From an optimization exercise on the open Yosys and OpenROAD flow, aimed at small area and a short achievable clock period; shortcuts taken in it are not production practice. Function was not checked in any run shown here: the RTL went through the layout flow alone.

==> flow/design.v <==
module pac(clk, eo, phase, amplitude);
parameter N = 14;
parameter P = 12;
input clk, eo;
input [N-1:0] phase;
output [P-1:0] amplitude;
wire [11:0] a = phase[12] ? ~phase[11:0] : phase[11:0];
wire [7:0] x0 = {a[11],a[10],a[9],a[8],a[7],a[6],a[5],a[4]};
reg [12:0] t0;
always @(*) begin
  case (x0)
    8'd0: t0 = 13'd0;
    8'd1: t0 = 13'd50;
    8'd2: t0 = 13'd101;
    8'd3: t0 = 13'd151;
    8'd4: t0 = 13'd200;
    8'd5: t0 = 13'd250;
    8'd6: t0 = 13'd301;
    8'd7: t0 = 13'd351;
    8'd8: t0 = 13'd402;
    8'd9: t0 = 13'd452;
    8'd10: t0 = 13'd503;
    8'd11: t0 = 13'd553;
    8'd12: t0 = 13'd602;
    8'd13: t0 = 13'd652;
    8'd14: t0 = 13'd703;
    8'd15: t0 = 13'd753;
    8'd16: t0 = 13'd802;
    8'd17: t0 = 13'd852;
    8'd18: t0 = 13'd902;
    8'd19: t0 = 13'd952;
    8'd20: t0 = 13'd1002;
    8'd21: t0 = 13'd1052;
    8'd22: t0 = 13'd1101;
    8'd23: t0 = 13'd1151;
    8'd24: t0 = 13'd1201;
    8'd25: t0 = 13'd1251;
    8'd26: t0 = 13'd1300;
    8'd27: t0 = 13'd1350;
    8'd28: t0 = 13'd1400;
    8'd29: t0 = 13'd1449;
    8'd30: t0 = 13'd1499;
    8'd31: t0 = 13'd1548;
    8'd32: t0 = 13'd1598;
    8'd33: t0 = 13'd1647;
    8'd34: t0 = 13'd1696;
    8'd35: t0 = 13'd1745;
    8'd36: t0 = 13'd1794;
    8'd37: t0 = 13'd1843;
    8'd38: t0 = 13'd1892;
    8'd39: t0 = 13'd1941;
    8'd40: t0 = 13'd1988;
    8'd41: t0 = 13'd2037;
    8'd42: t0 = 13'd2086;
    8'd43: t0 = 13'd2135;
    8'd44: t0 = 13'd2184;
    8'd45: t0 = 13'd2233;
    8'd46: t0 = 13'd2282;
    8'd47: t0 = 13'd2330;
    8'd48: t0 = 13'd2377;
    8'd49: t0 = 13'd2425;
    8'd50: t0 = 13'd2473;
    8'd51: t0 = 13'd2521;
    8'd52: t0 = 13'd2570;
    8'd53: t0 = 13'd2617;
    8'd54: t0 = 13'd2664;
    8'd55: t0 = 13'd2711;
    8'd56: t0 = 13'd2759;
    8'd57: t0 = 13'd2806;
    8'd58: t0 = 13'd2853;
    8'd59: t0 = 13'd2900;
    8'd60: t0 = 13'd2947;
    8'd61: t0 = 13'd2994;
    8'd62: t0 = 13'd3041;
    8'd63: t0 = 13'd3087;
    8'd64: t0 = 13'd3134;
    8'd65: t0 = 13'd3180;
    8'd66: t0 = 13'd3227;
    8'd67: t0 = 13'd3273;
    8'd68: t0 = 13'd3319;
    8'd69: t0 = 13'd3365;
    8'd70: t0 = 13'd3410;
    8'd71: t0 = 13'd3456;
    8'd72: t0 = 13'd3502;
    8'd73: t0 = 13'd3547;
    8'd74: t0 = 13'd3592;
    8'd75: t0 = 13'd3637;
    8'd76: t0 = 13'd3681;
    8'd77: t0 = 13'd3726;
    8'd78: t0 = 13'd3771;
    8'd79: t0 = 13'd3816;
    8'd80: t0 = 13'd3860;
    8'd81: t0 = 13'd3905;
    8'd82: t0 = 13'd3949;
    8'd83: t0 = 13'd3993;
    8'd84: t0 = 13'd4037;
    8'd85: t0 = 13'd4080;
    8'd86: t0 = 13'd4123;
    8'd87: t0 = 13'd4166;
    8'd88: t0 = 13'd4210;
    8'd89: t0 = 13'd4253;
    8'd90: t0 = 13'd4296;
    8'd91: t0 = 13'd4339;
    8'd92: t0 = 13'd4383;
    8'd93: t0 = 13'd4424;
    8'd94: t0 = 13'd4467;
    8'd95: t0 = 13'd4509;
    8'd96: t0 = 13'd4549;
    8'd97: t0 = 13'd4590;
    8'd98: t0 = 13'd4632;
    8'd99: t0 = 13'd4673;
    8'd100: t0 = 13'd4715;
    8'd101: t0 = 13'd4756;
    8'd102: t0 = 13'd4797;
    8'd103: t0 = 13'd4838;
    8'd104: t0 = 13'd4877;
    8'd105: t0 = 13'd4919;
    8'd106: t0 = 13'd4959;
    8'd107: t0 = 13'd4998;
    8'd108: t0 = 13'd5039;
    8'd109: t0 = 13'd5078;
    8'd110: t0 = 13'd5117;
    8'd111: t0 = 13'd5156;
    8'd112: t0 = 13'd5195;
    8'd113: t0 = 13'd5233;
    8'd114: t0 = 13'd5272;
    8'd115: t0 = 13'd5310;
    8'd116: t0 = 13'd5349;
    8'd117: t0 = 13'd5387;
    8'd118: t0 = 13'd5424;
    8'd119: t0 = 13'd5462;
    8'd120: t0 = 13'd5500;
    8'd121: t0 = 13'd5537;
    8'd122: t0 = 13'd5574;
    8'd123: t0 = 13'd5611;
    8'd124: t0 = 13'd5645;
    8'd125: t0 = 13'd5682;
    8'd126: t0 = 13'd5718;
    8'd127: t0 = 13'd5754;
    8'd128: t0 = 13'd5791;
    8'd129: t0 = 13'd5826;
    8'd130: t0 = 13'd5861;
    8'd131: t0 = 13'd5896;
    8'd132: t0 = 13'd5931;
    8'd133: t0 = 13'd5966;
    8'd134: t0 = 13'd6000;
    8'd135: t0 = 13'd6034;
    8'd136: t0 = 13'd6068;
    8'd137: t0 = 13'd6102;
    8'd138: t0 = 13'd6135;
    8'd139: t0 = 13'd6168;
    8'd140: t0 = 13'd6201;
    8'd141: t0 = 13'd6234;
    8'd142: t0 = 13'd6266;
    8'd143: t0 = 13'd6298;
    8'd144: t0 = 13'd6331;
    8'd145: t0 = 13'd6363;
    8'd146: t0 = 13'd6394;
    8'd147: t0 = 13'd6425;
    8'd148: t0 = 13'd6457;
    8'd149: t0 = 13'd6487;
    8'd150: t0 = 13'd6518;
    8'd151: t0 = 13'd6548;
    8'd152: t0 = 13'd6578;
    8'd153: t0 = 13'd6608;
    8'd154: t0 = 13'd6637;
    8'd155: t0 = 13'd6667;
    8'd156: t0 = 13'd6696;
    8'd157: t0 = 13'd6725;
    8'd158: t0 = 13'd6754;
    8'd159: t0 = 13'd6782;
    8'd160: t0 = 13'd6811;
    8'd161: t0 = 13'd6838;
    8'd162: t0 = 13'd6865;
    8'd163: t0 = 13'd6892;
    8'd164: t0 = 13'd6919;
    8'd165: t0 = 13'd6945;
    8'd166: t0 = 13'd6972;
    8'd167: t0 = 13'd6998;
    8'd168: t0 = 13'd7025;
    8'd169: t0 = 13'd7050;
    8'd170: t0 = 13'd7075;
    8'd171: t0 = 13'd7100;
    8'd172: t0 = 13'd7124;
    8'd173: t0 = 13'd7149;
    8'd174: t0 = 13'd7175;
    8'd175: t0 = 13'd7198;
    8'd176: t0 = 13'd7223;
    8'd177: t0 = 13'd7246;
    8'd178: t0 = 13'd7269;
    8'd179: t0 = 13'd7292;
    8'd180: t0 = 13'd7315;
    8'd181: t0 = 13'd7338;
    8'd182: t0 = 13'd7360;
    8'd183: t0 = 13'd7381;
    8'd184: t0 = 13'd7403;
    8'd185: t0 = 13'd7424;
    8'd186: t0 = 13'd7445;
    8'd187: t0 = 13'd7466;
    8'd188: t0 = 13'd7487;
    8'd189: t0 = 13'd7507;
    8'd190: t0 = 13'd7526;
    8'd191: t0 = 13'd7545;
    8'd192: t0 = 13'd7566;
    8'd193: t0 = 13'd7585;
    8'd194: t0 = 13'd7604;
    8'd195: t0 = 13'd7623;
    8'd196: t0 = 13'd7641;
    8'd197: t0 = 13'd7659;
    8'd198: t0 = 13'd7676;
    8'd199: t0 = 13'd7694;
    8'd200: t0 = 13'd7711;
    8'd201: t0 = 13'd7728;
    8'd202: t0 = 13'd7744;
    8'd203: t0 = 13'd7760;
    8'd204: t0 = 13'd7777;
    8'd205: t0 = 13'd7792;
    8'd206: t0 = 13'd7807;
    8'd207: t0 = 13'd7822;
    8'd208: t0 = 13'd7836;
    8'd209: t0 = 13'd7851;
    8'd210: t0 = 13'd7865;
    8'd211: t0 = 13'd7878;
    8'd212: t0 = 13'd7893;
    8'd213: t0 = 13'd7906;
    8'd214: t0 = 13'd7919;
    8'd215: t0 = 13'd7932;
    8'd216: t0 = 13'd7945;
    8'd217: t0 = 13'd7957;
    8'd218: t0 = 13'd7968;
    8'd219: t0 = 13'd7979;
    8'd220: t0 = 13'd7991;
    8'd221: t0 = 13'd8001;
    8'd222: t0 = 13'd8012;
    8'd223: t0 = 13'd8022;
    8'd224: t0 = 13'd8033;
    8'd225: t0 = 13'd8042;
    8'd226: t0 = 13'd8051;
    8'd227: t0 = 13'd8060;
    8'd228: t0 = 13'd8071;
    8'd229: t0 = 13'd8079;
    8'd230: t0 = 13'd8087;
    8'd231: t0 = 13'd8094;
    8'd232: t0 = 13'd8101;
    8'd233: t0 = 13'd8108;
    8'd234: t0 = 13'd8115;
    8'd235: t0 = 13'd8122;
    8'd236: t0 = 13'd8129;
    8'd237: t0 = 13'd8135;
    8'd238: t0 = 13'd8140;
    8'd239: t0 = 13'd8146;
    8'd240: t0 = 13'd8148;
    8'd241: t0 = 13'd8154;
    8'd242: t0 = 13'd8159;
    8'd243: t0 = 13'd8163;
    8'd244: t0 = 13'd8167;
    8'd245: t0 = 13'd8170;
    8'd246: t0 = 13'd8173;
    8'd247: t0 = 13'd8176;
    8'd248: t0 = 13'd8180;
    8'd249: t0 = 13'd8183;
    8'd250: t0 = 13'd8184;
    8'd251: t0 = 13'd8184;
    8'd252: t0 = 13'd8187;
    8'd253: t0 = 13'd8188;
    8'd254: t0 = 13'd8188;
    8'd255: t0 = 13'd8188;
    default: t0 = 13'd0;
  endcase
end
wire [9:0] x1 = {a[11],a[10],a[9],a[8],a[7],a[6],a[3],a[2],a[1],a[0]};
wire [5:0] t1 = (x1[3] ? (x1[9] ? (x1[8] ? (x1[1] ? (x1[2] ? (x1[0] ? (x1[7] ? (x1[6] ? (x1[5] ? (x1[4] ? 6'd1 : 6'd3) : (x1[4] ? 6'd3 : 6'd4)) : (x1[5] ? (x1[4] ? 6'd4 : 6'd7) : (x1[4] ? 6'd7 : 6'd9))) : (x1[6] ? (x1[5] ? (x1[4] ? 6'd10 : 6'd9) : (x1[4] ? 6'd11 : 6'd14)) : (x1[5] ? (x1[4] ? 6'd14 : 6'd15) : (x1[4] ? 6'd16 : 6'd18)))) : (x1[7] ? (x1[6] ? (x1[5] ? (x1[4] ? 6'd1 : 6'd2) : (x1[4] ? 6'd3 : 6'd4)) : (x1[5] ? (x1[4] ? 6'd4 : 6'd5) : (x1[4] ? 6'd6 : 6'd8))) : (x1[6] ? (x1[5] ? 6'd9 : (x1[4] ? 6'd11 : 6'd13)) : (x1[5] ? (x1[4] ? 6'd13 : 6'd14) : 6'd16)))) : (x1[0] ? (x1[7] ? (x1[6] ? (x1[5] ? (x1[4] ? 6'd1 : 6'd0) : (x1[4] ? 6'd3 : 6'd4)) : (x1[5] ? (x1[4] ? 6'd3 : 6'd5) : (x1[4] ? 6'd3 : 6'd6))) : (x1[6] ? (x1[5] ? (x1[4] ? 6'd7 : 6'd8) : (x1[4] ? 6'd9 : 6'd10)) : (x1[5] ? (x1[4] ? 6'd10 : 6'd11) : 6'd12))) : (x1[7] ? (x1[6] ? (x1[5] ? (x1[4] ? 6'd1 : 6'd0) : (x1[4] ? 6'd3 : 6'd4)) : (x1[5] ? (x1[4] ? 6'd3 : 6'd4) : (x1[4] ? 6'd2 : 6'd6))) : (x1[6] ? (x1[5] ? 6'd7 : (x1[4] ? 6'd7 : 6'd10)) : (x1[5] ? (x1[4] ? 6'd9 : 6'd10) : (x1[4] ? 6'd11 : 6'd12)))))) : (x1[2] ? (x1[0] ? (x1[7] ? (x1[6] ? (x1[5] ? 6'd1 : (x1[4] ? 6'd3 : 6'd4)) : (x1[5] ? (x1[4] ? 6'd4 : 6'd5) : (x1[4] ? 6'd5 : 6'd7))) : (x1[6] ? (x1[5] ? (x1[4] ? 6'd8 : 6'd9) : (x1[4] ? 6'd11 : 6'd12)) : (x1[5] ? (x1[4] ? 6'd12 : 6'd13) : (x1[4] ? 6'd14 : 6'd15)))) : (x1[7] ? (x1[6] ? (x1[5] ? (x1[4] ? 6'd1 : 6'd0) : (x1[4] ? 6'd3 : 6'd4)) : (x1[5] ? (x1[4] ? 6'd4 : 6'd5) : (x1[4] ? 6'd4 : 6'd6))) : (x1[6] ? (x1[5] ? (x1[4] ? 6'd8 : 6'd9) : (x1[4] ? 6'd10 : 6'd12)) : (x1[5] ? (x1[4] ? 6'd11 : 6'd12) : (x1[4] ? 6'd13 : 6'd14))))) : (x1[0] ? (x1[7] ? (x1[6] ? (x1[5] ? (x1[4] ? 6'd1 : 6'd0) : (x1[4] ? 6'd3 : 6'd4)) : (x1[5] ? (x1[4] ? 6'd2 : 6'd4) : (x1[4] ? 6'd2 : 6'd5))) : (x1[6] ? (x1[5] ? 6'd6 : (x1[4] ? 6'd7 : 6'd8)) : (x1[5] ? 6'd9 : (x1[4] ? 6'd9 : 6'd11)))) : (x1[7] ? (x1[6] ? (x1[5] ? (x1[4] ? 6'd1 : 6'd0) : (x1[4] ? 6'd3 : 6'd4)) : (x1[5] ? (x1[4] ? 6'd2 : 6'd4) : (x1[4] ? 6'd2 : 6'd5))) : (x1[6] ? (x1[5] ? 6'd5 : (x1[4] ? 6'd6 : 6'd8)) : (x1[5] ? (x1[4] ? 6'd7 : 6'd8) : (x1[4] ? 6'd9 : 6'd10))))))) : (x1[1] ? (x1[2] ? (x1[0] ? (x1[7] ? (x1[6] ? (x1[5] ? 6'd20 : (x1[4] ? 6'd21 : 6'd22)) : (x1[5] ? 6'd24 : (x1[4] ? 6'd25 : 6'd24))) : (x1[6] ? (x1[5] ? (x1[4] ? 6'd25 : 6'd27) : 6'd29) : (x1[5] ? 6'd31 : (x1[4] ? 6'd32 : 6'd33)))) : (x1[7] ? (x1[6] ? (x1[5] ? 6'd19 : (x1[4] ? 6'd19 : 6'd20)) : (x1[5] ? (x1[4] ? 6'd21 : 6'd22) : 6'd23)) : (x1[6] ? (x1[5] ? (x1[4] ? 6'd24 : 6'd26) : (x1[4] ? 6'd26 : 6'd27)) : (x1[5] ? 6'd29 : (x1[4] ? 6'd30 : 6'd31))))) : (x1[0] ? (x1[7] ? (x1[6] ? (x1[5] ? 6'd15 : (x1[4] ? 6'd15 : 6'd16)) : (x1[5] ? (x1[4] ? 6'd16 : 6'd18) : (x1[4] ? 6'd19 : 6'd18))) : (x1[6] ? (x1[5] ? (x1[4] ? 6'd19 : 6'd20) : 6'd21) : (x1[5] ? 6'd23 : (x1[4] ? 6'd23 : 6'd24)))) : (x1[7] ? (x1[6] ? (x1[5] ? 6'd13 : (x1[4] ? 6'd13 : 6'd15)) : (x1[5] ? 6'd16 : (x1[4] ? 6'd17 : 6'd16))) : (x1[6] ? (x1[5] ? (x1[4] ? 6'd17 : 6'd18) : (x1[4] ? 6'd18 : 6'd19)) : (x1[5] ? (x1[4] ? 6'd20 : 6'd21) : (x1[4] ? 6'd21 : 6'd22)))))) : (x1[2] ? (x1[0] ? (x1[7] ? (x1[6] ? (x1[5] ? (x1[4] ? 6'd16 : 6'd17) : (x1[4] ? 6'd18 : 6'd19)) : (x1[5] ? (x1[4] ? 6'd20 : 6'd21) : 6'd21)) : (x1[6] ? (x1[5] ? (x1[4] ? 6'd23 : 6'd24) : 6'd25) : (x1[5] ? 6'd27 : (x1[4] ? 6'd28 : 6'd29)))) : (x1[7] ? (x1[6] ? (x1[5] ? 6'd16 : 6'd17) : (x1[5] ? (x1[4] ? 6'd20 : 6'd19) : 6'd20)) : (x1[6] ? (x1[5] ? (x1[4] ? 6'd21 : 6'd22) : (x1[4] ? 6'd22 : 6'd23)) : (x1[5] ? 6'd25 : (x1[4] ? 6'd25 : 6'd27))))) : (x1[0] ? (x1[7] ? (x1[6] ? (x1[5] ? 6'd12 : 6'd13) : (x1[5] ? (x1[4] ? 6'd15 : 6'd14) : 6'd15)) : (x1[6] ? (x1[5] ? 6'd16 : 6'd17) : (x1[5] ? (x1[4] ? 6'd18 : 6'd19) : (x1[4] ? 6'd19 : 6'd20)))) : (x1[7] ? (x1[6] ? (x1[5] ? 6'd11 : (x1[4] ? 6'd11 : 6'd12)) : (x1[5] ? (x1[4] ? 6'd12 : 6'd13) : (x1[4] ? 6'd13 : 6'd12))) : (x1[6] ? (x1[5] ? (x1[4] ? 6'd13 : 6'd15) : (x1[4] ? 6'd14 : 6'd15)) : (x1[5] ? (x1[4] ? 6'd16 : 6'd17) : (x1[4] ? 6'd17 : 6'd18)))))))) : (x1[8] ? (x1[1] ? (x1[2] ? (x1[0] ? (x1[7] ? (x1[6] ? (x1[5] ? (x1[4] ? 6'd35 : 6'd34) : (x1[4] ? 6'd36 : 6'd37)) : (x1[5] ? (x1[4] ? 6'd36 : 6'd39) : (x1[4] ? 6'd38 : 6'd41))) : (x1[6] ? (x1[5] ? (x1[4] ? 6'd38 : 6'd40) : (x1[4] ? 6'd41 : 6'd40)) : (x1[5] ? (x1[4] ? 6'd43 : 6'd42) : (x1[4] ? 6'd42 : 6'd43)))) : (x1[7] ? (x1[6] ? (x1[5] ? (x1[4] ? 6'd33 : 6'd32) : (x1[4] ? 6'd33 : 6'd35)) : (x1[5] ? (x1[4] ? 6'd34 : 6'd35) : (x1[4] ? 6'd36 : 6'd38))) : (x1[6] ? (x1[5] ? (x1[4] ? 6'd36 : 6'd38) : 6'd38) : (x1[5] ? 6'd39 : (x1[4] ? 6'd39 : 6'd40))))) : (x1[0] ? (x1[7] ? (x1[6] ? (x1[5] ? (x1[4] ? 6'd27 : 6'd24) : (x1[4] ? 6'd26 : 6'd27)) : (x1[5] ? (x1[4] ? 6'd27 : 6'd28) : (x1[4] ? 6'd29 : 6'd30))) : (x1[6] ? (x1[5] ? (x1[4] ? 6'd28 : 6'd30) : 6'd30) : (x1[5] ? 6'd31 : (x1[4] ? 6'd31 : 6'd32)))) : (x1[7] ? (x1[6] ? (x1[5] ? (x1[4] ? 6'd24 : 6'd23) : 6'd24) : (x1[5] ? (x1[4] ? 6'd24 : 6'd25) : (x1[4] ? 6'd25 : 6'd27))) : (x1[6] ? (x1[5] ? (x1[4] ? 6'd25 : 6'd27) : (x1[4] ? 6'd27 : 6'd28)) : 6'd28)))) : (x1[2] ? (x1[0] ? (x1[7] ? (x1[6] ? (x1[5] ? (x1[4] ? 6'd31 : 6'd29) : (x1[4] ? 6'd31 : 6'd32)) : (x1[5] ? 6'd32 : (x1[4] ? 6'd33 : 6'd35))) : (x1[6] ? (x1[5] ? (x1[4] ? 6'd33 : 6'd35) : (x1[4] ? 6'd35 : 6'd36)) : (x1[5] ? (x1[4] ? 6'd37 : 6'd36) : 6'd37))) : (x1[7] ? (x1[6] ? (x1[5] ? (x1[4] ? 6'd29 : 6'd27) : (x1[4] ? 6'd28 : 6'd29)) : (x1[5] ? (x1[4] ? 6'd29 : 6'd31) : (x1[4] ? 6'd31 : 6'd33))) : (x1[6] ? (x1[5] ? (x1[4] ? 6'd30 : 6'd32) : 6'd33) : (x1[5] ? (x1[4] ? 6'd34 : 6'd33) : 6'd34)))) : (x1[0] ? (x1[7] ? (x1[6] ? (x1[5] ? (x1[4] ? 6'd21 : 6'd20) : (x1[4] ? 6'd21 : 6'd23)) : (x1[5] ? (x1[4] ? 6'd22 : 6'd23) : (x1[4] ? 6'd23 : 6'd24))) : (x1[6] ? (x1[5] ? (x1[4] ? 6'd22 : 6'd24) : 6'd25) : (x1[5] ? (x1[4] ? 6'd26 : 6'd25) : 6'd26))) : (x1[7] ? (x1[6] ? (x1[5] ? (x1[4] ? 6'd19 : 6'd18) : (x1[4] ? 6'd19 : 6'd20)) : (x1[5] ? 6'd20 : (x1[4] ? 6'd21 : 6'd22))) : (x1[6] ? (x1[5] ? (x1[4] ? 6'd20 : 6'd22) : 6'd22) : (x1[5] ? (x1[4] ? 6'd23 : 6'd22) : 6'd22)))))) : (x1[1] ? (x1[2] ? (x1[0] ? (x1[7] ? (x1[6] ? (x1[5] ? 6'd44 : 6'd45) : (x1[5] ? (x1[4] ? 6'd44 : 6'd47) : (x1[4] ? 6'd46 : 6'd45))) : (x1[6] ? 6'd47 : (x1[5] ? 6'd46 : (x1[4] ? 6'd48 : 6'd46)))) : (x1[7] ? (x1[6] ? (x1[5] ? 6'd41 : (x1[4] ? 6'd41 : 6'd42)) : (x1[5] ? (x1[4] ? 6'd41 : 6'd44) : (x1[4] ? 6'd42 : 6'd43))) : (x1[6] ? (x1[4] ? 6'd43 : 6'd44) : (x1[4] ? 6'd44 : 6'd43)))) : (x1[0] ? (x1[7] ? (x1[6] ? (x1[5] ? 6'd32 : 6'd33) : (x1[5] ? (x1[4] ? 6'd32 : 6'd35) : (x1[4] ? 6'd34 : 6'd33))) : (x1[6] ? (x1[5] ? 6'd34 : (x1[4] ? 6'd35 : 6'd34)) : 6'd34)) : (x1[7] ? (x1[6] ? (x1[5] ? 6'd29 : (x1[4] ? 6'd29 : 6'd30)) : (x1[5] ? (x1[4] ? 6'd28 : 6'd32) : (x1[4] ? 6'd30 : 6'd31))) : (x1[6] ? (x1[5] ? (x1[4] ? 6'd31 : 6'd32) : 6'd31) : (x1[5] ? (x1[4] ? 6'd31 : 6'd30) : (x1[4] ? 6'd32 : 6'd30)))))) : (x1[2] ? (x1[0] ? (x1[7] ? (x1[6] ? (x1[5] ? 6'd38 : (x1[4] ? 6'd37 : 6'd39)) : (x1[5] ? (x1[4] ? 6'd39 : 6'd40) : 6'd40)) : (x1[6] ? (x1[5] ? 6'd40 : 6'd41) : (x1[5] ? 6'd40 : (x1[4] ? 6'd42 : 6'd40)))) : (x1[7] ? (x1[6] ? (x1[5] ? 6'd35 : (x1[4] ? 6'd35 : 6'd36)) : (x1[5] ? (x1[4] ? 6'd36 : 6'd37) : (x1[4] ? 6'd37 : 6'd36))) : (x1[6] ? (x1[5] ? 6'd37 : (x1[4] ? 6'd37 : 6'd38)) : (x1[5] ? (x1[4] ? 6'd38 : 6'd36) : (x1[4] ? 6'd38 : 6'd37))))) : (x1[0] ? (x1[7] ? (x1[6] ? (x1[5] ? (x1[4] ? 6'd26 : 6'd27) : (x1[4] ? 6'd25 : 6'd27)) : (x1[5] ? (x1[4] ? 6'd26 : 6'd28) : 6'd27)) : 6'd28) : (x1[7] ? (x1[6] ? (x1[5] ? (x1[4] ? 6'd23 : 6'd24) : 6'd24) : (x1[5] ? (x1[4] ? 6'd24 : 6'd25) : 6'd24)) : (x1[6] ? (x1[5] ? (x1[4] ? 6'd24 : 6'd25) : 6'd25) : (x1[5] ? 6'd24 : (x1[4] ? 6'd26 : 6'd24))))))))) : (x1[9] ? (x1[8] ? (x1[1] ? (x1[2] ? (x1[0] ? (x1[7] ? (x1[6] ? (x1[5] ? (x1[4] ? 6'd1 : 6'd0) : (x1[4] ? 6'd2 : 6'd4)) : (x1[5] ? (x1[4] ? 6'd1 : 6'd3) : (x1[4] ? 6'd2 : 6'd4))) : (x1[6] ? (x1[5] ? (x1[4] ? 6'd4 : 6'd5) : (x1[4] ? 6'd6 : 6'd7)) : (x1[5] ? (x1[4] ? 6'd6 : 6'd7) : 6'd8))) : (x1[7] ? (x1[6] ? (x1[5] ? 6'd0 : (x1[4] ? 6'd2 : 6'd4)) : (x1[5] ? (x1[4] ? 6'd1 : 6'd3) : (x1[4] ? 6'd2 : 6'd3))) : (x1[6] ? (x1[5] ? (x1[4] ? 6'd4 : 6'd5) : (x1[4] ? 6'd5 : 6'd6)) : (x1[5] ? 6'd6 : (x1[4] ? 6'd6 : 6'd7))))) : (x1[0] ? (x1[7] ? (x1[6] ? (x1[5] ? 6'd0 : (x1[4] ? 6'd1 : 6'd2)) : (x1[5] ? (x1[4] ? 6'd0 : 6'd1) : (x1[4] ? 6'd0 : 6'd2))) : (x1[6] ? (x1[5] ? (x1[4] ? 6'd2 : 6'd1) : (x1[4] ? 6'd2 : 6'd4)) : (x1[5] ? (x1[4] ? 6'd2 : 6'd3) : (x1[4] ? 6'd4 : 6'd3)))) : (x1[7] ? (x1[6] ? (x1[5] ? 6'd0 : 6'd1) : (x1[4] ? 6'd0 : 6'd1)) : (x1[6] ? (x1[5] ? 6'd1 : 6'd2) : (x1[5] ? 6'd2 : (x1[4] ? 6'd2 : 6'd3)))))) : (x1[2] ? (x1[0] ? (x1[7] ? (x1[6] ? (x1[5] ? 6'd0 : (x1[4] ? 6'd2 : 6'd4)) : (x1[5] ? (x1[4] ? 6'd1 : 6'd2) : 6'd2)) : (x1[6] ? (x1[5] ? 6'd3 : (x1[4] ? 6'd4 : 6'd6)) : (x1[5] ? 6'd5 : (x1[4] ? 6'd5 : 6'd6)))) : (x1[7] ? (x1[6] ? (x1[5] ? 6'd0 : (x1[4] ? 6'd2 : 6'd3)) : (x1[5] ? (x1[4] ? 6'd0 : 6'd1) : (x1[4] ? 6'd0 : 6'd2))) : (x1[6] ? (x1[5] ? (x1[4] ? 6'd3 : 6'd1) : (x1[4] ? 6'd3 : 6'd4)) : 6'd4))) : (x1[0] ? (x1[7] ? (x1[6] ? (x1[5] ? 6'd0 : 6'd1) : (x1[5] ? 6'd0 : (x1[4] ? 6'd0 : 6'd1))) : (x1[6] ? (x1[5] ? (x1[4] ? 6'd0 : 6'd1) : (x1[4] ? 6'd1 : 6'd2)) : 6'd1)) : 6'd0))) : (x1[1] ? (x1[2] ? (x1[0] ? (x1[7] ? (x1[6] ? (x1[5] ? (x1[4] ? 6'd10 : 6'd9) : (x1[4] ? 6'd9 : 6'd10)) : 6'd12) : (x1[6] ? (x1[5] ? 6'd12 : 6'd13) : (x1[5] ? (x1[4] ? 6'd14 : 6'd15) : (x1[4] ? 6'd15 : 6'd16)))) : (x1[7] ? (x1[6] ? 6'd8 : (x1[5] ? 6'd10 : (x1[4] ? 6'd11 : 6'd9))) : (x1[6] ? (x1[5] ? (x1[4] ? 6'd10 : 6'd11) : 6'd11) : (x1[5] ? 6'd12 : 6'd13)))) : (x1[0] ? (x1[7] ? (x1[6] ? 6'd4 : (x1[5] ? (x1[4] ? 6'd4 : 6'd5) : (x1[4] ? 6'd5 : 6'd4))) : (x1[6] ? (x1[5] ? (x1[4] ? 6'd4 : 6'd5) : (x1[4] ? 6'd5 : 6'd6)) : (x1[5] ? 6'd6 : (x1[4] ? 6'd6 : 6'd7)))) : (x1[7] ? (x1[6] ? 6'd3 : (x1[5] ? 6'd4 : 6'd3)) : (x1[6] ? (x1[5] ? 6'd3 : (x1[4] ? 6'd3 : 6'd4)) : 6'd4)))) : (x1[2] ? (x1[0] ? (x1[7] ? (x1[6] ? 6'd7 : 6'd8) : (x1[6] ? (x1[5] ? (x1[4] ? 6'd8 : 6'd9) : (x1[4] ? 6'd9 : 6'd10)) : (x1[5] ? 6'd10 : 6'd11))) : (x1[7] ? (x1[6] ? (x1[5] ? (x1[4] ? 6'd7 : 6'd6) : (x1[4] ? 6'd5 : 6'd6)) : (x1[5] ? (x1[4] ? 6'd8 : 6'd6) : (x1[4] ? 6'd7 : 6'd6))) : (x1[6] ? (x1[5] ? (x1[4] ? 6'd6 : 6'd7) : (x1[4] ? 6'd7 : 6'd8)) : (x1[5] ? 6'd8 : 6'd9)))) : (x1[0] ? (x1[7] ? (x1[6] ? (x1[5] ? (x1[4] ? 6'd3 : 6'd2) : 6'd1) : (x1[5] ? (x1[4] ? 6'd3 : 6'd2) : (x1[4] ? 6'd2 : 6'd0))) : (x1[6] ? (x1[4] ? 6'd1 : 6'd2) : (x1[5] ? 6'd2 : (x1[4] ? 6'd2 : 6'd3)))) : 6'd0)))) : (x1[8] ? (x1[1] ? (x1[2] ? (x1[0] ? (x1[7] ? (x1[6] ? (x1[5] ? (x1[4] ? 6'd17 : 6'd16) : (x1[4] ? 6'd16 : 6'd18)) : (x1[5] ? (x1[4] ? 6'd17 : 6'd19) : (x1[4] ? 6'd18 : 6'd19))) : (x1[6] ? (x1[5] ? (x1[4] ? 6'd17 : 6'd19) : (x1[4] ? 6'd18 : 6'd20)) : (x1[5] ? (x1[4] ? 6'd19 : 6'd20) : 6'd20))) : (x1[7] ? (x1[6] ? (x1[5] ? (x1[4] ? 6'd15 : 6'd13) : (x1[4] ? 6'd14 : 6'd15)) : (x1[5] ? 6'd15 : 6'd16)) : (x1[6] ? (x1[5] ? (x1[4] ? 6'd14 : 6'd16) : 6'd17) : 6'd17))) : (x1[0] ? (x1[7] ? (x1[6] ? (x1[5] ? (x1[4] ? 6'd9 : 6'd7) : 6'd8) : 6'd8) : (x1[6] ? (x1[5] ? (x1[4] ? 6'd7 : 6'd8) : (x1[4] ? 6'd9 : 6'd8)) : (x1[5] ? (x1[4] ? 6'd9 : 6'd8) : 6'd8))) : (x1[7] ? (x1[6] ? (x1[5] ? (x1[4] ? 6'd6 : 6'd4) : (x1[4] ? 6'd5 : 6'd6)) : (x1[5] ? (x1[4] ? 6'd4 : 6'd6) : (x1[4] ? 6'd5 : 6'd6))) : (x1[6] ? (x1[5] ? (x1[4] ? 6'd4 : 6'd5) : (x1[4] ? 6'd6 : 6'd5)) : (x1[4] ? 6'd6 : 6'd5))))) : (x1[2] ? (x1[0] ? (x1[7] ? (x1[6] ? (x1[5] ? (x1[4] ? 6'd13 : 6'd11) : 6'd12) : (x1[5] ? 6'd12 : (x1[4] ? 6'd13 : 6'd14))) : (x1[6] ? (x1[5] ? (x1[4] ? 6'd12 : 6'd13) : 6'd14) : (x1[5] ? (x1[4] ? 6'd15 : 6'd13) : 6'd14))) : (x1[7] ? (x1[6] ? (x1[5] ? (x1[4] ? 6'd11 : 6'd8) : (x1[4] ? 6'd10 : 6'd11)) : (x1[4] ? 6'd10 : 6'd11)) : (x1[6] ? (x1[4] ? 6'd10 : 6'd11) : (x1[5] ? 6'd11 : (x1[4] ? 6'd11 : 6'd12))))) : (x1[0] ? (x1[7] ? (x1[6] ? (x1[5] ? (x1[4] ? 6'd3 : 6'd2) : (x1[4] ? 6'd2 : 6'd3)) : 6'd3) : (x1[6] ? (x1[5] ? (x1[4] ? 6'd2 : 6'd3) : 6'd2) : (x1[5] ? 6'd3 : 6'd2))) : 6'd0))) : (x1[1] ? (x1[2] ? (x1[0] ? (x1[7] ? (x1[6] ? (x1[5] ? (x1[4] ? 6'd21 : 6'd20) : 6'd21) : (x1[5] ? (x1[4] ? 6'd20 : 6'd23) : 6'd21)) : (x1[6] ? (x1[5] ? (x1[4] ? 6'd21 : 6'd22) : 6'd22) : (x1[5] ? (x1[4] ? 6'd22 : 6'd21) : 6'd22))) : (x1[7] ? (x1[6] ? (x1[4] ? 6'd17 : 6'd18) : (x1[5] ? (x1[4] ? 6'd16 : 6'd20) : 6'd18)) : (x1[6] ? 6'd19 : (x1[5] ? 6'd18 : (x1[4] ? 6'd19 : 6'd18))))) : (x1[0] ? (x1[7] ? (x1[6] ? (x1[5] ? (x1[4] ? 6'd9 : 6'd8) : 6'd9) : (x1[5] ? (x1[4] ? 6'd8 : 6'd10) : 6'd9)) : (x1[6] ? (x1[5] ? 6'd9 : (x1[4] ? 6'd9 : 6'd10)) : (x1[5] ? (x1[4] ? 6'd9 : 6'd8) : (x1[4] ? 6'd10 : 6'd9)))) : (x1[7] ? (x1[6] ? (x1[5] ? 6'd6 : (x1[4] ? 6'd5 : 6'd6)) : (x1[5] ? (x1[4] ? 6'd4 : 6'd8) : (x1[4] ? 6'd6 : 6'd5))) : (x1[6] ? (x1[5] ? 6'd6 : (x1[4] ? 6'd7 : 6'd6)) : 6'd6)))) : (x1[2] ? (x1[0] ? (x1[7] ? (x1[6] ? (x1[5] ? (x1[4] ? 6'd14 : 6'd15) : (x1[4] ? 6'd13 : 6'd15)) : (x1[5] ? (x1[4] ? 6'd14 : 6'd16) : 6'd15)) : (x1[6] ? (x1[4] ? 6'd15 : 6'd16) : (x1[4] ? 6'd16 : 6'd15))) : (x1[7] ? (x1[6] ? (x1[5] ? (x1[4] ? 6'd11 : 6'd12) : 6'd12) : (x1[5] ? (x1[4] ? 6'd12 : 6'd13) : 6'd12)) : (x1[6] ? (x1[5] ? 6'd12 : 6'd13) : (x1[5] ? 6'd12 : (x1[4] ? 6'd13 : 6'd12))))) : (x1[0] ? (x1[7] ? (x1[6] ? (x1[5] ? 6'd3 : (x1[4] ? 6'd2 : 6'd3)) : (x1[5] ? (x1[4] ? 6'd2 : 6'd4) : 6'd3)) : (x1[6] ? (x1[5] ? (x1[4] ? 6'd3 : 6'd4) : 6'd3) : (x1[5] ? 6'd2 : (x1[4] ? 6'd4 : 6'd2)))) : 6'd0))))));
reg [12:0] t0r;
reg [5:0] t1r;
reg q13, eos;
always @(posedge clk) begin
    t0r <= t0;
    t1r <= t1;
    q13 <= phase[13];
    eos <= eo;
end
wire [14:0] s = t0r + t1r + 15'd0;
wire [10:0] m = s[12:2];
assign amplitude = eos ? (q13 ? {1'b0, ~m} : {1'b1, m}) : {P{1'b0}};
endmodule
module phase_accumulator(clk, reset, mode, fph, word_in, word_out, phase);
    parameter M = 48;
    parameter N = 14;
    input clk, reset, fph;
    input [1:0] mode;
    input  [M-1:0] word_in;
    output [M-1:0] word_out;
    output [N-1:0] phase;
    reg [M-1:0] freq, acc;
    wire run = mode == 2'b00;
    wire wr  = mode == 2'b11;
    wire rd  = mode == 2'b10;
    wire wf = wr & fph;
    wire wa = wr & ~fph;
    assign phase    = acc[M-1:M-N];
    assign word_out = ({M{rd & fph}} & freq) | ({M{rd & ~fph}} & acc);
    wire [M-1:0] g0 = acc & freq;
    wire [M-1:0] p0 = acc ^ freq;
    localparam TOPL = 16;  
    reg [M-1:0] G, P;
    integer l, i;
    always @(*) begin
        G = g0; P = p0;
        for (l = 1; l < M; l = l * 2)
            for (i = 2*l-1; i < M; i = i + 2*l) begin
                G[i] = G[i] | (P[i] & G[i-l]);
                P[i] = P[i] & P[i-l];
            end
        for (l = TOPL; l >= 1; l = l / 2)
            for (i = 3*l-1; i < M; i = i + 2*l) begin
                G[i] = G[i] | (P[i] & G[i-l]);
                P[i] = P[i] & P[i-l];
            end
    end
    wire [M-1:0] sum = p0 ^ {G[M-2:0], 1'b0};
    wire [M-1:0] acc_n = run ? sum : (wa ? word_in : acc);
    always @ (posedge clk, posedge reset)
        if (reset) begin
            freq  <= 'b0;
            acc   <= 'b0;
        end else begin
            acc <= acc_n;
            if (wf) freq <= word_in;
        end
endmodule
module nco_core(clk, reset, mode, fph, word_in, word_out, amplitude);
    parameter M = 48;
    parameter N = 14;
    parameter P = 12;
    input clk, reset, fph;
    input [1:0] mode;
    input  [M-1:0] word_in;
    output [M-1:0] word_out;
    output [P-1:0] amplitude;
    wire [N-1:0] phase;
    phase_accumulator #(.M(M), .N(N)) U2_pa (
        .clk        (clk),
        .reset      (reset),
        .mode       (mode),
        .fph        (fph),
        .word_in    (word_in),
        .word_out   (word_out),
        .phase      (phase)
    );
    pac #(.N(N), .P(P)) U4_pac (
        .clk        (clk),
        .eo         (!reset && mode == 2'b00),
        .phase      (phase),
        .amplitude  (amplitude)
    );
endmodule
==> flow/flow/run.sh <==
#!/bin/bash
# Standard synthesis and layout (standard.sh), with these layout settings changed:
# - ports are buffered with buf_2 instead of the delay-cell buffer buffer_ports picks;
# - timing repair may resize a cell into one of a different footprint;
# - clock tree: clkbuf_4/clkbuf_8 buffers and no dummy loads.
set -euo pipefail
cd "$(dirname "$0")/.."
bash standard.sh \
  "BUFFER_PORTS_ARGS=-buffer_cell sky130_fd_sc_hd__buf_2" \
  MATCH_CELL_FOOTPRINT=0 \
  "CTS_ARGS=-sink_clustering_enable -repair_clock_nets -dont_use_dummy_load -buf_list {sky130_fd_sc_hd__clkbuf_4 sky130_fd_sc_hd__clkbuf_8} -sink_clustering_size 12 -root_buf sky130_fd_sc_hd__clkbuf_8" \
  finish > flow_make.log 2>&1
==> flow/standard.sh <==
#!/bin/bash
# synth_recipe.tcl (not shown) runs the flow's synth.tcl, then flattens the netlist and writes it again
# the make line also repeats each setting of config.mk as NAME=value (left out here)
make -C /OpenROAD-flow-scripts/flow DESIGN_CONFIG=/design/flow/config.mk WORK_HOME=/design/flow/orfs CLKGATE_MAP_FILE= SYNTH_SCRIPT=/design/flow/synth_recipe.tcl "${@:-finish}"
==> flow/config.mk <==
export PLATFORM = sky130hd
export DESIGN_NAME = nco_core
export DESIGN_NICKNAME = nco_core
export VERILOG_FILES = /design/flow/design.v
export SDC_FILE = /design/flow/constraint.sdc
export NUM_CORES = 4
export LEC_CHECK = 0
export ABC_AREA = 1
export CAP_MARGIN = 20
export CORE_MARGIN = 2
export CORE_UTILIZATION = 55
export SETUP_SLACK_MARGIN = 3.0
export SLEW_MARGIN = 20
export SYNTH_MEMORY_MAX_BITS = 65536
==> flow/constraint.sdc <==
create_clock -name core_clock -period 7.0 [get_ports {clk}]
set_input_delay 1.4000 -clock core_clock [delete_from_list [all_inputs] [get_ports {clk}]]
set_output_delay 1.4000 -clock core_clock [all_outputs]
set_load 0.01 [all_outputs]
==> impl_metrics.csv, run 1 <==
group,metric,value,unit
critical_path,r2r_cells,10,
timing,clock_skew,0.0341,ns
finish,nets,2496,
critical_path,cp-endpoint,"word_out[41]",
synthesis,ys_seq_area_share,19.9,%
finish,drive_above_1_share,10.5,%
place,hpwl,42200,microns
floorplan,die_w,164,microns
timing,tightest_slew,1.14,ns
routing,routed_via_density,6.78,
finish,area_delta_synth_final,8.10,%
routing,dr.pass1.iters,10,
critical_path,worstPathRequired,5.60,ns
floorplan,die_h,164,microns
routing,vias,18000,
critical_path,cp_max_fo,12,
place,port_buffers,112,
critical_path,arrival,2.66,ns
synthesis,syn_nets,2450,
timing,period_share,58.1,%
clock_tree,cts-buffers-inserted,17,
routing,final_antenna_net_count,0,
synthesis,synth_cell_types,55,
critical_path,end_kind,"primary output",
floorplan,core_area,25300,sq um
global_routing,grt_pass1_wl,97000,microns
clock_tree,htreeDepth,4,
synthesis,synth.avg_cell_area,6.19,sq um
clock_tree,cts_root_buf,"clkbuf_8",
flow_run,maxCapViolCount,0,
finish,final_common_cell,"nand2_1",
clock_tree,cts_tree,"done",
clock_tree,cts_sinks,117,
timing,finalHoldViolCount,0,
global_routing,grt_usage,47.2,%
floorplan,die_area,27000,sq um
clock_tree,clk_pin_slew,0.09,ns
synthesis,ys_ff_latch,117,
timing,tns,0,ns
timing,holdWs,0.404,ns
timing,final_max_slew_viol_count,0,
synthesis,ys_async_sr_fraction,82.1,%
floorplan,row_count,58,
finish,final_cell_mix,"691 x nand2_1, 254 x inv_1, 221 x nand3_1",
critical_path,worstSetupStartpoint,"fph",
synthesis,ys.warnings.count,2,
status,status,"complete, no violations",
critical_path,worstSetupPathType,"input port to primary output",
routing,wirelength,64500,microns
critical_path,rr_startpoint,"U2_pa.acc[46]",
synthesis,syn_inst,2288,
routing,wl_per_cell,24.2,microns
clock_tree,cts.path.max_buffers,2,
timing,timing.fmax,0.246,GHz
place,gp_congestion,1.06,
synthesis,syn-cell-area,14200,sq um
timing,rsz0062_at_grt,"true",
floorplan,initial_core_util,56.1,%
place,place_inst,2635,
routing,drc,0,
timing,setup_viol,0,
critical_path,start_kind,"input port",
min_path,hold_class,"flip-flop to flip-flop",
synthesis,synthFlopType,"dfrtp_1",
finish,utilization,60.6,%
critical_path,r2r-end,"U4_pac.t0r[6]",
floorplan,pin_count,113,
finish,regArea,2830,sq um
finish,finalNonFillerCells,2663,
global_routing,grt_max_degree,97,
routing,first_iter_violations,3610,
clock_tree,clk_latency,0.45,ns
critical_path,ff2ff_setup_slack,3.20,ns
finish,multi_input_area,9990,sq um
finish,fillers,2389,
global_routing,grt_pass1_vias,16800,
global_routing,antenna_found_initial,1,
synthesis,synth_edf_count,0,
timing,post-route-min-period,4.06,ns
timing,slew-limit-headroom,23.4,%
global_routing,overflow,0,
[critical path: stages]
cell	delay, ns
buf_2	0.22
clkinvlp_4	0.11
buf_4	0.19
nand3_4	0.25
o22ai_1	0.29
buf_2	0.20
[registers in the layout, indices dropped and copies added (netlist names)]
signal and flops:
U4_pac.t1r 6, U2_pa.acc 48, U4_pac.t0r 13, U2_pa.freq 48, U4_pac.eos 1, U4_pac.q13 1
[cells in the mapped netlist (all sizes together), types with 3 or more instances]
library cell  instances  area (sq um)
a21o                  9          67.6
or2                   3          18.8
a22oi                 3          22.5
nand3b                4          30.0
nand4                17           106
buf                  72           440
nor3                 22           110
a211oi                9          67.6
xor2                 14           183
clkbuf               48           180
o31ai                 3          22.5
dfrtp                96          2400
dfxtp                21           420
o211ai               24           180
o21bai                4          30.0
o21ai               158           791
o22ai                57           357
a21oi               135           676
nand2               717          2750
inv                 266           998
fa                   24           480
clkinv                4          15.0
a31oi                18           113
xnor2                30           293
ha                   85          1060
a221oi               11          96.3
o2111ai               6          52.6
nor2                144           566
nand3               229          1160
o221ai               40           350
[worst min path at each step]
stage / to / startpoint / slack [ns] / cells past startpoint
after floorplan: U4_pac.q13 / U2_pa.acc[47] / 0.35 / 0
after global placement: U4_pac.q13 / U2_pa.acc[47] / 0.35 / 0
after detailed placement: U4_pac.q13 / U2_pa.acc[47] / 0.40 / 0
after CTS: U4_pac.q13 / U2_pa.acc[47] / 0.41 / 0
after global routing: U4_pac.q13 / U2_pa.acc[47] / 0.42 / 0
final: U4_pac.q13 / U2_pa.acc[47] / 0.40 / 0
[area by class of cell]
cell class / instances / share of cell area [%]
multi-input combinational: 1787 / 65.3
sequential: 117 / 18.5
inverter: 270 / 6.69
timing repair buffer: 141 / 5.31
tap: 330 / 2.70
clock buffer: 17 / 1.53
antenna: 1 / 0.0164
[per-stage QoR]
stage	area [sq um]	setup WS (ns)
floorplan	14200	3.09
global placement	14800	2.71
detailed placement	14800	2.52
CTS	15100	3.00
global route	15300	2.93
finish	15300	2.94
[what timing repair did]
action / in CTS / in global routing
setup endpoints to repair: 50 / 53
pin swaps: 2 / 14
cloned: 6 / 0
gates resized for setup: 12 / 27
setup buffers: 0 / 3
hold buffers: 0 / 0
[per-layer routing]
layer	track usage, %	up-vias	wire (microns)
li1	-	7715	-
met4	26.4	2	4940
met1	59.0	8156	22400
met3	16.7	444	10100
met2	70.7	1729	27000
met5	0	-	9
[cell families (layout without fill, tap and decap cells)]
kind of cell | count (synthesis) | count (layout) | share of synthesized area, %
and+or+nand+nor | 1141 | 1147 | 33.7
AOI/OAI and AO/OA | 487 | 487 | 20.5
buffers and inverters | 390 | 428 | 11.5
DFF | 117 | 117 | 19.9
adders and majority gates | 109 | 109 | 10.9
xor gates and xnor gates | 44 | 44 | 3.36
other | 0 | 1 | 0
==> run 2: changes to the inputs <==
--- a/flow/flow/run.sh
+++ b/flow/flow/run.sh
@@ -9,4 +9,4 @@
   "BUFFER_PORTS_ARGS=-buffer_cell sky130_fd_sc_hd__buf_2" \
   MATCH_CELL_FOOTPRINT=0 \
-  "CTS_ARGS=-sink_clustering_enable -repair_clock_nets -dont_use_dummy_load -buf_list {sky130_fd_sc_hd__clkbuf_4 sky130_fd_sc_hd__clkbuf_8} -sink_clustering_size 12 -root_buf sky130_fd_sc_hd__clkbuf_8" \
+  "CTS_ARGS=-sink_clustering_enable -repair_clock_nets -dont_use_dummy_load -buf_list sky130_fd_sc_hd__clkbuf_8 -root_buf sky130_fd_sc_hd__clkbuf_8" \
   finish > flow_make.log 2>&1
==> run 2 against run 1 <==
Against the previous run:
- worst setup slack stayed put
- first-iteration DRC count unchanged
- register-to-register slack about the same
- flip-flop and latch count unchanged
- largest cell class unchanged
- still clean on timing, DRC and antenna
==> impl_metrics.csv, run 2 <==
group,metric,value,unit
status,status,"complete, no violations",
routing,drc,0,
critical_path,path_cells,"buf_2 > clkinvlp_4 > buf_4 > nand3_4 > o22ai_1 > buf_2",
global_routing,grt-busiest-layer,"met2",
synthesis,synthFlopType,"dfrtp_1",
clock_tree,cts_tree,"done",
critical_path,worstPathRequired,5.60,ns
place,place_inst,2635,
synthesis,synthTopCellsByArea,"nand2_1 18%, dfrtp_1 17%, nand3_1 8.0%, ha_1 7.5%, inv_1 6.9%",
finish,largestRegisters,"U2_pa.acc x48, U2_pa.freq x48, U4_pac.t0r x13",
critical_path,start_kind,"input port",
global_routing,grt_usage,47.2,%
synthesis,synth_edf_count,0,
clock_tree,cts_sinks,117,
synthesis,syn-cell-area,14200,sq um
clock_tree,cts.path.max_buffers,2,
timing,tns,0,ns
routing,routed_via_density,6.78,
flow_run,maxCapViolCount,0,
floorplan,initial_core_util,56.1,%
critical_path,cp_max_fo,12,
finish,nets,2496,
synthesis,yosys.area.top_type_share,18.5,%
finish,final_common_cell,"nand2_1",
routing,dr.pass1.iters,10,
clock_tree,cts_root_buf,"clkbuf_8",
synthesis,synth_cell_types,55,
timing,final_max_slew_viol_count,0,
synthesis,ys_async_sr_fraction,82.1,%
synthesis,yosysTopAreaCell,"nand2_1",
finish,fillers,2389,
critical_path,arrival,2.66,ns
critical_path,worstSetupPathType,"input port to primary output",
synthesis,syn_nets,2450,
global_routing,use_met3,16.7,%
floorplan,core_area,25300,sq um
critical_path,r2r_cells,10,
timing,rsz0062_at_grt,"true",
clock_tree,clk_latency,0.45,ns
routing,vias,18000,
routing,final_antenna_net_count,0,
place,gp_congestion,1.06,
timing,period_share,58.1,%
clock_tree,cts_hold_buffers,0,
min_path,hold_class,"flip-flop to flip-flop",
critical_path,cpPeakStageDelay,0.29,ns
synthesis,synth.avg_cell_area,6.19,sq um
routing,wirelength,64500,microns
clock_tree,cts-buffers-inserted,17,
global_routing,grt_pass1_wl,97000,microns
critical_path,path_common_cell,"buf_2",
synthesis,syn_inst,2288,
routing,wl_per_cell,24.2,microns
routing,first_iter_violations,3610,
synthesis,synth_common_cells,"697 x nand2_1, 259 x inv_1, 227 x nand3_1, 140 x o21ai_0, 136 x nor2_1",
timing,post-route-min-period,4.06,ns
synthesis,synth.most_common_cell,"nand2_1",
finish,finalNonFillerCells,2663,
timing,slew-limit-headroom,23.4,%
finish,regArea,2830,sq um
timing,setup_viol,0,
timing,timing.fmax,0.246,GHz
place,hpwl,42200,microns
floorplan,die_h,164,microns
timing,clock_skew,0.0341,ns
floorplan,pin_count,113,
global_routing,antenna_found_initial,1,
min_path,hold-path-cell-count,0,
finish,multi_input_area,9990,sq um
global_routing,grt_max_degree,97,
finish,final_cell_mix,"691 x nand2_1, 254 x inv_1, 221 x nand3_1",
place,port_buffers,112,
critical_path,slowest_stage,"o22ai_1",
synthesis,ys_seq_area_share,19.9,%
global_routing,grt_pass1_vias,16800,
global_routing,use_met2,70.7,%
floorplan,die_w,164,microns
finish,drive_above_1_share,10.5,%
global_routing,overflow,0,
timing,finalHoldViolCount,0,
floorplan,row_count,58,
global_routing,grt_use_met1,59.0,%
synthesis,ys_ff_latch,117,
synthesis,ys.warnings.count,2,
clock_tree,htreeDepth,4,
floorplan,die_area,27000,sq um
clock_tree,clk_pin_slew,0.09,ns
critical_path,end_kind,"primary output",
timing,tightest_slew,1.14,ns
finish,area_delta_synth_final,8.10,%
## run 2: cell counts in the layout (fill, tap and decap cells not counted)
No cell type changed its count.
## run 2: worst max-delay path, delay by kind of cell
family	cells	cell delay [ns]
AND/OR/NAND/NOR	1	0.25
buffers and inverters	4	0.72
AO/OA/AOI/OAI	1	0.29
## run 2: area by class of cell
class	instances	area share (%)
Antenna cell	1	0.0164
Sequential cell	117	18.5
Inverter	270	6.69
Tap cell	330	2.70
Timing Repair Buffer	141	5.31
Clock buffer	17	1.53
Multi-Input combinational cell	1787	65.3
## run 2: path summary, 6_finish.rpt
| path | end | from | slack [ns] |
|---|---|---|---|
| worst max-delay path | word_out[41] | fph | 2.94 |
| worst min-delay path | U4_pac.q13 | U2_pa.acc[47] | 0.40 |
| worst max register to register | U4_pac.t0r[6] | U2_pa.acc[46] | 3.20 |
| worst min register to register | U4_pac.q13 | U2_pa.acc[47] | 0.40 |
| max in group asynchronous | U2_pa.freq[29] | reset | 5.06 |
| min in group asynchronous | U2_pa.freq[2] | reset | 0.89 |
## run 2: per-layer routing
| metal | routed length, microns | vias up | part of all wire, % |
|---|---|---|---|
| met5 | 9 | - | 0.014 |
| met4 | 4940 | 2 | 7.7 |
| met3 | 10100 | 444 | 16 |
| met2 | 27000 | 1729 | 42 |
| met1 | 22400 | 8156 | 35 |
| li1 | - | 7715 | - |
## run 2: per-stage QoR
stage / worst slack, ns / hold slack, ns / util (%) / instance area [sq um]
6_report: 2.94 / 0.404 / 60.6 / 15300
5_1_grt: 2.93 / 0.419 / 60.6 / 15300
4_1_cts: 3.00 / 0.408 / 59.9 / 15100
3_5_place_dp: 2.52 / 0.396 / 58.4 / 14800
3_3_place_gp: 2.71 / 0.354 / 58.4 / 14800
2_1_floorplan: 3.09 / 0.347 / - / 14200
## run 2: timing repair
action / 4_1_cts / 5_1_grt
gates resized for setup: 12 / 27
gates cloned: 6 / 0
pin swaps: 2 / 14
endpoints found under the setup margin: 50 / 53
endpoints found under the hold margin: 0 / 0
setup buffers: 0 / 3
## run 2: cell families (layout without fill, tap and decap cells)
logic type,Yosys count,after routing,synth area share [%]
xor+xnor,44,44,3.36
buf+inv,390,428,11.5
fa+ha+maj,109,109,10.9
flops,117,117,19.9
other cells,0,1,0
simple gates,1141,1147,33.7
compound gates,487,487,20.5
==> run 3: changes to the inputs <==
--- a/flow/config.mk
+++ b/flow/config.mk
@@ -10,4 +10,5 @@
 export CORE_MARGIN = 2
 export CORE_UTILIZATION = 55
+export GPL_TIMING_DRIVEN = 1
 export SETUP_SLACK_MARGIN = 3.0
 export SLEW_MARGIN = 20
==> run 3 against run 2 <==
Against the previous run:
- first-iteration DRC count is the same
- die area unchanged
- area after synthesis is the same
- synthesized cell count did not move
- clock skew unchanged
- sequential share of layout area unchanged
- global-route usage unchanged
==> impl_metrics.csv, run 3 <==
group,metric,value,unit
status,status,"complete, no violations",
min_path,hold_start,"U2_pa.acc[47]",
synthesis,syn_inst,2288,
timing,tightest_slew,1.14,ns
floorplan,initial_core_util,56.1,%
place,placed_area,14800,sq um
clock_tree,cts_tree,"done",
clock_tree,cts_sinks,117,
floorplan,die_area,27000,sq um
clock_tree,cts_root_buf,"clkbuf_8",
routing,wirelength,64500,microns
routing,wl_per_cell,24.2,microns
flow_run,maxCapViolCount,0,
critical_path,cp_max_fo,12,
finish,drive_above_1_share,10.5,%
clock_tree,cts.path.max_buffers,2,
synthesis,synth.most_common_cell,"nand2_1",
synthesis,syn-cell-area,14200,sq um
synthesis,syn_nets,2450,
global_routing,grt_pass1_vias,16800,
critical_path,end_kind,"primary output",
routing,dr.pass1.iters,10,
min_path,hold_class,"flip-flop to flip-flop",
critical_path,worstPathRequired,5.60,ns
floorplan,row_count,58,
finish,largestRegisters,"U2_pa.acc x48, U2_pa.freq x48, U4_pac.t0r x13",
clock_tree,clk_latency,0.45,ns
finish,final_cell_mix,"691 x nand2_1, 254 x inv_1, 221 x nand3_1",
critical_path,arrival,2.66,ns
synthesis,synth_edf_count,0,
critical_path,start_kind,"input port",
synthesis,ys.warnings.count,2,
floorplan,die_h,164,microns
global_routing,antenna_found_initial,1,
timing,clock_skew,0.0341,ns
synthesis,yosysTopAreaCell,"nand2_1",
timing,final_max_slew_viol_count,0,
synthesis,synthTopCellsByArea,"nand2_1 18%, dfrtp_1 17%, nand3_1 8.0%, ha_1 7.5%, inv_1 6.9%",
global_routing,grt_usage,47.2,%
finish,area_delta_synth_final,8.10,%
global_routing,overflow,0,
timing,tns,0,ns
place,port_buffers,112,
synthesis,synthFlopType,"dfrtp_1",
global_routing,grt_max_degree,97,
clock_tree,htreeDepth,4,
synthesis,synth.avg_cell_area,6.19,sq um
global_routing,grt_pass1_wl,97000,microns
routing,final_antenna_net_count,0,
critical_path,r2r_cells,10,
clock_tree,clk_pin_slew,0.09,ns
place,gp_congestion,1.06,
place,hpwl,42200,microns
timing,rsz0062_at_grt,"true",
synthesis,yosys.area.top_type_share,18.5,%
floorplan,core_area,25300,sq um
finish,final_common_cell,"nand2_1",
synthesis,synth_common_cells,"697 x nand2_1, 259 x inv_1, 227 x nand3_1, 140 x o21ai_0, 136 x nor2_1",
critical_path,worstSetupPathType,"input port to primary output",
critical_path,rr_startpoint,"U2_pa.acc[46]",
min_path,min_to,"U4_pac.q13",
routing,drc,0,
finish,utilization,60.6,%
critical_path,r2r-end,"U4_pac.t0r[6]",
clock_tree,cts-buffers-inserted,17,
floorplan,die_w,164,microns
timing,setup_viol,0,
finish,nets,2496,
synthesis,ys_seq_area_share,19.9,%
min_path,hold-path-cell-count,0,
clock_tree,cts_hold_buffers,0,
routing,vias,18000,
routing,routed_via_density,6.78,
critical_path,ff2ff_setup_slack,3.20,ns
finish,finalInstanceArea,15300,sq um
timing,holdWs,0.404,ns
timing,post-route-min-period,4.06,ns
timing,finalHoldViolCount,0,
timing,period_share,58.1,%
timing,timing.fmax,0.246,GHz
synthesis,ys_ff_latch,117,
floorplan,pin_count,113,
synthesis,synth_cell_types,55,
synthesis,ys_async_sr_fraction,82.1,%
routing,first_iter_violations,3610,
timing,slew-limit-headroom,23.4,%
==> run 3: cell counts after synthesis <==
Identical to the previous run, type by type.
==> run 3: critical path, cell delays in order <==
cell	delay, ns
buf_2	0.22
clkinvlp_4	0.11
buf_4	0.19
nand3_4	0.25
o22ai_1	0.29
buf_2	0.20
==> run 3: what timing repair did <==
item | CTS | global route
gates cloned | 6 | 0
pin swaps | 2 | 14
buffers inserted | 0 | 3
setup endpoints to repair | 50 | 53
gates resized for setup | 12 | 27
endpoints found under the hold margin | 0 | 0
==> run 3: cells by family after synthesis <==
kind of cell / after synthesis / synth area share [%]
XOR/XNOR: 44 / 3.36
AND/OR/NAND/NOR: 1141 / 33.7
AO/OA/AOI/OAI: 487 / 20.5
flip-flops: 117 / 19.9
buffers and inverters: 390 / 11.5
adder cells (fa/ha/maj): 109 / 10.9
==> run 3: how the worst max path moves through the flow <==
| stage | from | end | slack (ns) | cells past startpoint |
|---|---|---|---|---|
| 2_1_floorplan | reset | U2_pa.acc[0] | 3.09 | 1 |
| 3_5_place_dp | mode[0] | word_out[2] | 2.52 | 5 |
| 6_report | fph | word_out[41] | 2.94 | 6 |
| 3_3_place_gp | mode[0] | word_out[37] | 2.71 | 5 |
| 5_1_grt | U4_pac.t0r[1] | amplitude[9] | 2.93 | 14 |
| 4_1_cts | fph | word_out[38] | 3.00 | 5 |
==> run 3: final cells by class <==
type | count | area (sq um)
multi-input cells | 1787 | 9990
fillers | 2389 | 9950
flip-flops and latches | 117 | 2830
inverters | 270 | 1020
repair buffers | 141 | 813
well taps | 330 | 413
clock buffers | 17 | 234
diodes | 1 | 2.50
==> run 3: metal layers <==
layer  vias up  share of wire, %  global-route usage, %
met5         -             0.014                      0
met4         2               7.7                   26.4
met3       444                16                   16.7
li1       7715                 -                      -
met1      8156                35                   59.0
met2      1729                42                   70.7
==> run 3: per-stage QoR <==
| stage | setup WS [ns] | instances |
|---|---|---|
| after floorplan | 3.09 | 2288 |
| final | 2.94 | 2663 |
| after CTS | 3.00 | 2658 |
| after global routing | 2.93 | 2662 |
| after global placement | 2.71 | 2635 |
| after detailed placement | 2.52 | 2635 |

[port drivers added, routing unchanged]
The results above use ideal ports. As a check the final layouts listed here were re-extracted and re-timed, cells and wires unchanged.
Step 1 sets driving cells, clkbuf_16 on the clock port and buf_2 on the other inputs (assumed; they add their load-dependent delay and slew).
Step 2 also shifts input and output timing later by t, the mid clock arrival at the registers, as if the neighbouring blocks saw the same clock.
Three values: no drivers, after step 1, after step 2; two values: the first two.
run | t (ns) | slack for setup (ns) | clock arrival spread, ns | worst register clock-pin slew, ns | worst data-port slew with drivers (ns)
run 1 | 0.479 | 2.936 / 2.918 / 2.885 | 0.035 / 0.034 | 0.09 / 0.09 | 0.06
run 2 | 0.479 | 2.936 / 2.918 / 2.885 | 0.035 / 0.034 | 0.09 / 0.09 | 0.06
run 3 | 0.479 | 2.936 / 2.918 / 2.885 | 0.035 / 0.034 | 0.09 / 0.09 | 0.06
After both steps every run listed still meets setup and hold.
